What follows belongs to an exercise in optimizing a design on an open flow for small area and a short achievable clock period; a production flow would make more cautious choices.
Function was checked by simulation only, so behaviour that the tests miss may differ from the original.
Power figures rest on the tool's default switching activity, not on a simulated workload.

Setup of v52:
==> flow/design.v <==
module ula (
    input  [31:0] A,        
    input  [31:0] B,        
    input         Cin,      
    input         Fill,     
    input  [1:0]  Sel,      
    input         SetInv,
    output [31:0] Result
);
    wire [33:0] s    = {1'b0, A, 1'b1} + {1'b0, B, Cin};
    wire [31:0] sum  = s[32:1];
    wire        cout = s[33];
    wire [4:0]  sh = B[4:0];
    wire [31:0] r0 = sh[0] ? {{1{Fill}},  A[31:1]}  : A;
    wire [31:0] r1 = sh[1] ? {{2{Fill}},  r0[31:2]} : r0;
    wire [31:0] r2 = sh[2] ? {{4{Fill}},  r1[31:4]} : r1;
    wire [31:0] r3 = sh[3] ? {{8{Fill}},  r2[31:8]} : r2;
    wire [31:0] shr = sh[4] ? {{16{Fill}}, r3[31:16]} : r3;
    wire [31:0] shl;
    genvar i;
    generate
        for (i = 0; i < 32; i = i + 1) begin : g_rev
            assign shl[i] = shr[31 - i];
        end
    endgenerate
    wire SelSum = (Sel == 2'd0);
    wire SelShr = (Sel == 2'd1);
    wire SelShl = (Sel == 2'd2);
    wire SelSet = (Sel == 2'd3);
    assign Result = ({32{SelSum}} & sum)
                  | ({32{SelShr}} & shr)
                  | ({32{SelShl}} & shl)
                  | {31'b0, SelSet & (cout ^ SetInv)};
endmodule
module ula_top (
    input         clk,
    input  [31:0] in1,
    input  [31:0] in2,
    input  [4:0]  op,
    output [31:0] result,
    output        zero
);
    reg [3:0] lut;
    reg       rev, lui, bkeep, binv, cin, sel_sum, sel_shr, sel_shl, sel_set,
              set_inv, sra;
    always @(*) begin
        lut = 4'b1100;    
        {rev, lui, bkeep, binv, cin, sel_sum, sel_shr, sel_shl, sel_set,
         set_inv, sra} = 11'b0;
        case (op)
            5'd0, 5'd17: begin lut = 4'b1000; sel_sum = 1'b1; end   
            5'd1, 5'd18: begin lut = 4'b1110; sel_sum = 1'b1; end   
            5'd3, 5'd19: begin lut = 4'b0110; sel_sum = 1'b1; end   
            5'd4:        begin lut = 4'b0001; sel_sum = 1'b1; end   
            5'd2, 5'd16: begin bkeep = 1'b1; sel_sum = 1'b1; end    
            5'd6: begin bkeep = 1'b1; binv = 1'b1; cin = 1'b1; sel_sum = 1'b1; end  
            5'd5, 5'd7, 5'd23, 5'd24: begin                         
                bkeep = 1'b1; binv = 1'b1; cin = 1'b1; sel_set = 1'b1; set_inv = 1'b1;
            end
            5'd20: begin lut = 4'b0110; binv = 1'b1; sel_set = 1'b1; set_inv = 1'b1; end  
            5'd21: begin lut = 4'b0110; binv = 1'b1; sel_set = 1'b1; end  
            5'd8, 5'd11:  begin lut = 4'b0000; rev = 1'b1; bkeep = 1'b1; sel_shl = 1'b1; end  
            5'd9, 5'd12:  begin bkeep = 1'b1; sel_shr = 1'b1; end    
            5'd10, 5'd13: begin bkeep = 1'b1; sel_shr = 1'b1; sra = 1'b1; end  
            5'd14, 5'd26, 5'd27: sel_sum = 1'b1;                     
            5'd25: begin lut = 4'b0000; lui = 1'b1; sel_sum = 1'b1; end  
            default: begin lut = 4'b0000; sel_sum = 1'b1; end        
        endcase
    end
    wire [31:0] a_n, b_n;
    genvar i;
    generate
        for (i = 0; i < 32; i = i + 1) begin : g_prep
            wire l = lut[{in1[i], in2[i]}];
            wire r = rev & in1[31 - i];
            if (i >= 16) begin : g_hi
                assign a_n[i] = l | r | (lui & in2[i - 16]);
            end else begin : g_lo
                assign a_n[i] = l | r;
            end
        end
    endgenerate
    assign b_n = (in2 & {32{bkeep}}) ^ {32{binv}};
    reg [31:0] a_q, b_q;
    reg        cin_q, fill_q, set_inv_q;
    reg [1:0]  sel_q;
    reg [31:0] result_q;
    wire [31:0] alu_result;
    ula u_ula (
        .A(a_q),
        .B(b_q),
        .Cin(cin_q),
        .Fill(fill_q),
        .Sel(sel_q),
        .SetInv(set_inv_q),
        .Result(alu_result)
    );
    always @(posedge clk) begin
        a_q       <= a_n;
        b_q       <= b_n;
        cin_q     <= cin;
        fill_q    <= sra & in1[31];
        sel_q     <= {sel_shl | sel_set, sel_shr | sel_set};
        set_inv_q <= set_inv;
        result_q  <= alu_result;
    end
    assign result = result_q;
    assign zero   = ~|result_q;
endmodule
Settings: LEC_CHECK=0, CAP_MARGIN=20, CORE_MARGIN=2, CORE_UTILIZATION=60, CTS_BUF_LIST=sky130_fd_sc_hd__clkbuf_8, SETUP_SLACK_MARGIN=2.9, SLEW_MARGIN=20; clock period 5.5 ns.
standard.sh (not shown) runs the stock make flow with config.mk's settings and CLKGATE_MAP_FILE= SYNTH_SCRIPT=/design/flow/synth_recipe.tcl, a recipe that flattens the netlist after the stock synthesis.
==> flow/flow/run.sh <==
#!/bin/bash
# Own layout flow: the standard flow (standard.sh) with three changes:
#  - synthesis maps the logic with the ABC script in flow/abc.script
#    (registers are mapped by the standard steps, unchanged);
#  - synthesis leaves the adder's half adders to ABC instead of mapping
#    them to ha cells first (no ADDER_MAP_FILE);
#  - the port buffers are plain buf_1 cells.
# Each tool's output goes to a log file in this folder.
set -euo pipefail
HERE=$(pwd)
# synthesis script: the standard one, with ORFS's synth.tcl calling abc with our script
sed "s#log_cmd abc {\*}\$abc_args#set abc_args [lreplace \$abc_args 1 1 $HERE/flow/abc.script]\n  log_cmd abc {*}\$abc_args#" \
    "$FLOW_HOME/scripts/synth.tcl" > "$HERE/synth_own.tcl"
grep -q "flow/abc.script" "$HERE/synth_own.tcl"
sed "s#source \$::env(SCRIPTS_DIR)/synth.tcl#source $HERE/synth_own.tcl#" synth_recipe.tcl > synth_recipe_own.tcl
grep -q "synth_own.tcl" synth_recipe_own.tcl
export BUFFER_PORTS_ARGS="-buffer_cell sky130_fd_sc_hd__buf_1"
bash standard.sh SYNTH_SCRIPT="$HERE/synth_recipe_own.tcl" ADDER_MAP_FILE= finish > standard.log 2>&1
==> flow/flow/abc.script <==
&get -n
&st
&dch
&nf -p -R 100
&put
buffer -c
topo
stime -c
upsize -c
dnsize -c
Both conditions hold for v52: the flow ran to the end and the final layout passed the timing, design-rule and antenna checks.
For v8, these inputs were changed with respect to v52:
- setting PLACE_DENSITY to 0.5 for the first time
diff --git a/flow/flow/run.sh b/flow/flow/run.sh
--- a/flow/flow/run.sh
+++ b/flow/flow/run.sh
@@ -1,8 +1,6 @@
 #!/bin/bash
-# Own layout flow: the standard flow (standard.sh) with three changes:
+# Own layout flow: the standard flow (standard.sh) with two changes:
 #  - synthesis maps the logic with the ABC script in flow/abc.script
 #    (registers are mapped by the standard steps, unchanged);
-#  - synthesis leaves the adder's half adders to ABC instead of mapping
-#    them to ha cells first (no ADDER_MAP_FILE);
 #  - the port buffers are plain buf_1 cells.
 # Each tool's output goes to a log file in this folder.
@@ -16,3 +14,3 @@
 grep -q "synth_own.tcl" synth_recipe_own.tcl
 export BUFFER_PORTS_ARGS="-buffer_cell sky130_fd_sc_hd__buf_1"
-bash standard.sh SYNTH_SCRIPT="$HERE/synth_recipe_own.tcl" ADDER_MAP_FILE= finish > standard.log 2>&1
+bash standard.sh SYNTH_SCRIPT="$HERE/synth_recipe_own.tcl" finish > standard.log 2>&1
Results
Number of vias after detailed routing sits lower in v8 than in v52.
Compared with v52, v8 shows setup slack of the critical path after layout higher by 0.0070 ns.
Taking v52 as the reference, in v8 layout-stage area growth over the synthesis result now sits lower; total track usage now sits lower.
Summary: smallest hold slack, v8 better than v52
Compared with v52, v8 shows met3 routed wirelength that has gone down by more than 10%.
## Diff of input files: v4 against v8
- PLACE_DENSITY removed (was 0.5)
diff --git a/flow/flow/run.sh b/flow/flow/run.sh
--- a/flow/flow/run.sh
+++ b/flow/flow/run.sh
@@ -1,6 +1,8 @@
 #!/bin/bash
-# Own layout flow: the standard flow (standard.sh) with two changes:
+# Own layout flow: the standard flow (standard.sh) with three changes:
 #  - synthesis maps the logic with the ABC script in flow/abc.script
 #    (registers are mapped by the standard steps, unchanged);
+#  - synthesis leaves the adder's half adders to ABC instead of mapping
+#    them to ha cells first (no ADDER_MAP_FILE);
 #  - the port buffers are plain buf_1 cells.
 # Each tool's output goes to a log file in this folder.
@@ -14,3 +16,3 @@
 grep -q "synth_own.tcl" synth_recipe_own.tcl
 export BUFFER_PORTS_ARGS="-buffer_cell sky130_fd_sc_hd__buf_1"
-bash standard.sh SYNTH_SCRIPT="$HERE/synth_recipe_own.tcl" finish > standard.log 2>&1
+bash standard.sh SYNTH_SCRIPT="$HERE/synth_recipe_own.tcl" ADDER_MAP_FILE= finish > standard.log 2>&1
==> flow/flow/abc.script <==
&get -n
&st
&dch
&nf -p -R 100
&put
Results
On worst slack after detailed placement: between v8 and v4, it ends up higher for v8.
Going from v8 to v4, the maximum vdd drop was found to have gone up by about 40%.
Comparing v8 and v4, the lower routed wire length on met2 is on v8.
v4 was carried through to the last stage, and its layout satisfied the timing, design-rule and antenna checks.
Sequential-to-total area share from yosys stat, v8 and v4: smaller value in v8
What v43 does differently from v4 at the input level:
- CORE_UTILIZATION now 55, was 60
diff --git a/flow/flow/run.sh b/flow/flow/run.sh
--- a/flow/flow/run.sh
+++ b/flow/flow/run.sh
@@ -1,8 +1,6 @@
 #!/bin/bash
-# Own layout flow: the standard flow (standard.sh) with three changes:
+# Own layout flow: the standard flow (standard.sh) with two changes:
 #  - synthesis maps the logic with the ABC script in flow/abc.script
 #    (registers are mapped by the standard steps, unchanged);
-#  - synthesis leaves the adder's half adders to ABC instead of mapping
-#    them to ha cells first (no ADDER_MAP_FILE);
 #  - the port buffers are plain buf_1 cells.
 # Each tool's output goes to a log file in this folder.
@@ -16,3 +14,3 @@
 grep -q "synth_own.tcl" synth_recipe_own.tcl
 export BUFFER_PORTS_ARGS="-buffer_cell sky130_fd_sc_hd__buf_1"
-bash standard.sh SYNTH_SCRIPT="$HERE/synth_recipe_own.tcl" ADDER_MAP_FILE= finish > standard.log 2>&1
+bash standard.sh SYNTH_SCRIPT="$HERE/synth_recipe_own.tcl" finish > standard.log 2>&1
==> flow/flow/abc.script <==
&get -n
&st
&dch
&nf -p -R 100
&put
buffer -c
topo
stime -c
upsize -c
dnsize -c
==> run notes <==
- v43 went all the way through synthesis, placement and routing and the layout is clean on timing, DRC and antenna.
- The post-route clock period utilization was comparable across v4 and v43.
- Run comparison: v4 worst-path cell with the longest stage delay dfxtp_4; v43 worst-path cell with the longest stage delay ha_4
- v43 against v4: routed wire length went down 4.2%, number of unique standard cell types used by synthesis +about 14%, first-pass GRT wire length went down 1300 µm.
- v43 vs v4 — post-route cell area climbed slightly
- Cell count: v43 lower than v4
- Gate count after technology mapping (lower): v4
- v43 vs v4 — core occupancy in the finished layout dropped 9.5 points.
- | number of fill cells | v43 vs v4 | 24% higher |
- v43 reports its startpoint of the most critical setup path as op[0] while v4 reports b_q[0].
- Run comparison: v43 capture point of the critical path a_q[2]; v4 capture point of the critical path result_q[29]
- The required time of the critical path was comparable across v4 and v43.
Edits applied to the flow inputs when going from v43 to v44:
- changing CORE_UTILIZATION from 55 to 60
- setting PLACE_DENSITY to 0.7 for the first time
==> comparison <==
Fraction of layout instances using a drive strength above 1: v43 vs v44 — no meaningful difference. v44 vs. v43: number of detailed-routing iterations run before antenna repair shows a reduction of 1, global-route usage shows an increase of 0.98 points.
> inputs changed (v44 -> v7)
- PLACE_DENSITY: 0.7 -> unset
--- outcome ---
- v7 against v44: maximum fanout along the worst path roughly the same, count of cells resized by post-cts repair roughly the same, net switching power roughly the same, synthesized netlist cell count roughly the same, number of slew-limit violations in the final report roughly the same.
- As far as non-clock buffer instance count of the final layout is concerned, v7 and v44 perform about the same.
- Comparing v7 against v44, there is no change at all in total via count in the routed design.
- Looking at v44 and v7, the number of sinks handled by clock tree synthesis is a wash.
- In summary, v7 completed successfully, with a layout that passed the timing, design-rule and antenna checks.
- As far as pre-CTS setup slack goes, v7 and v44 are indistinguishable; the numbers are identical.

what the ideal ports hide:
Ports are ideal in the flow. The routed layouts listed here were re-timed in OpenROAD.
Step 1 assumes that a clkbuf_16 drives the clock port and a buf_2 every other input.
Step 2 times the ports against the registers' clock, not the clock port: input delays grow and output delays shrink by t, the midpoint of the rising clock arrivals with the driver on.
a / b / c = no drivers / after step 1 / after step 2; a / b = the first two.
run	t (ns)	setup WS [ns]	slew at the worst register clock pin (ns)
v52	0.421	2.944 / 2.935 / 2.540	0.12 / 0.12
v8	0.420	2.951 / 2.934 / 2.516	0.11 / 0.11
v4	0.434	2.928 / 2.928 / 2.537	0.12 / 0.12
v43	0.433	2.925 / 2.929 / 2.502	0.12 / 0.12
v44	0.420	2.951 / 2.934 / 2.516	0.11 / 0.11
v7	0.420	2.951 / 2.934 / 2.516	0.11 / 0.11
After both steps setup and hold are still met in every run listed.
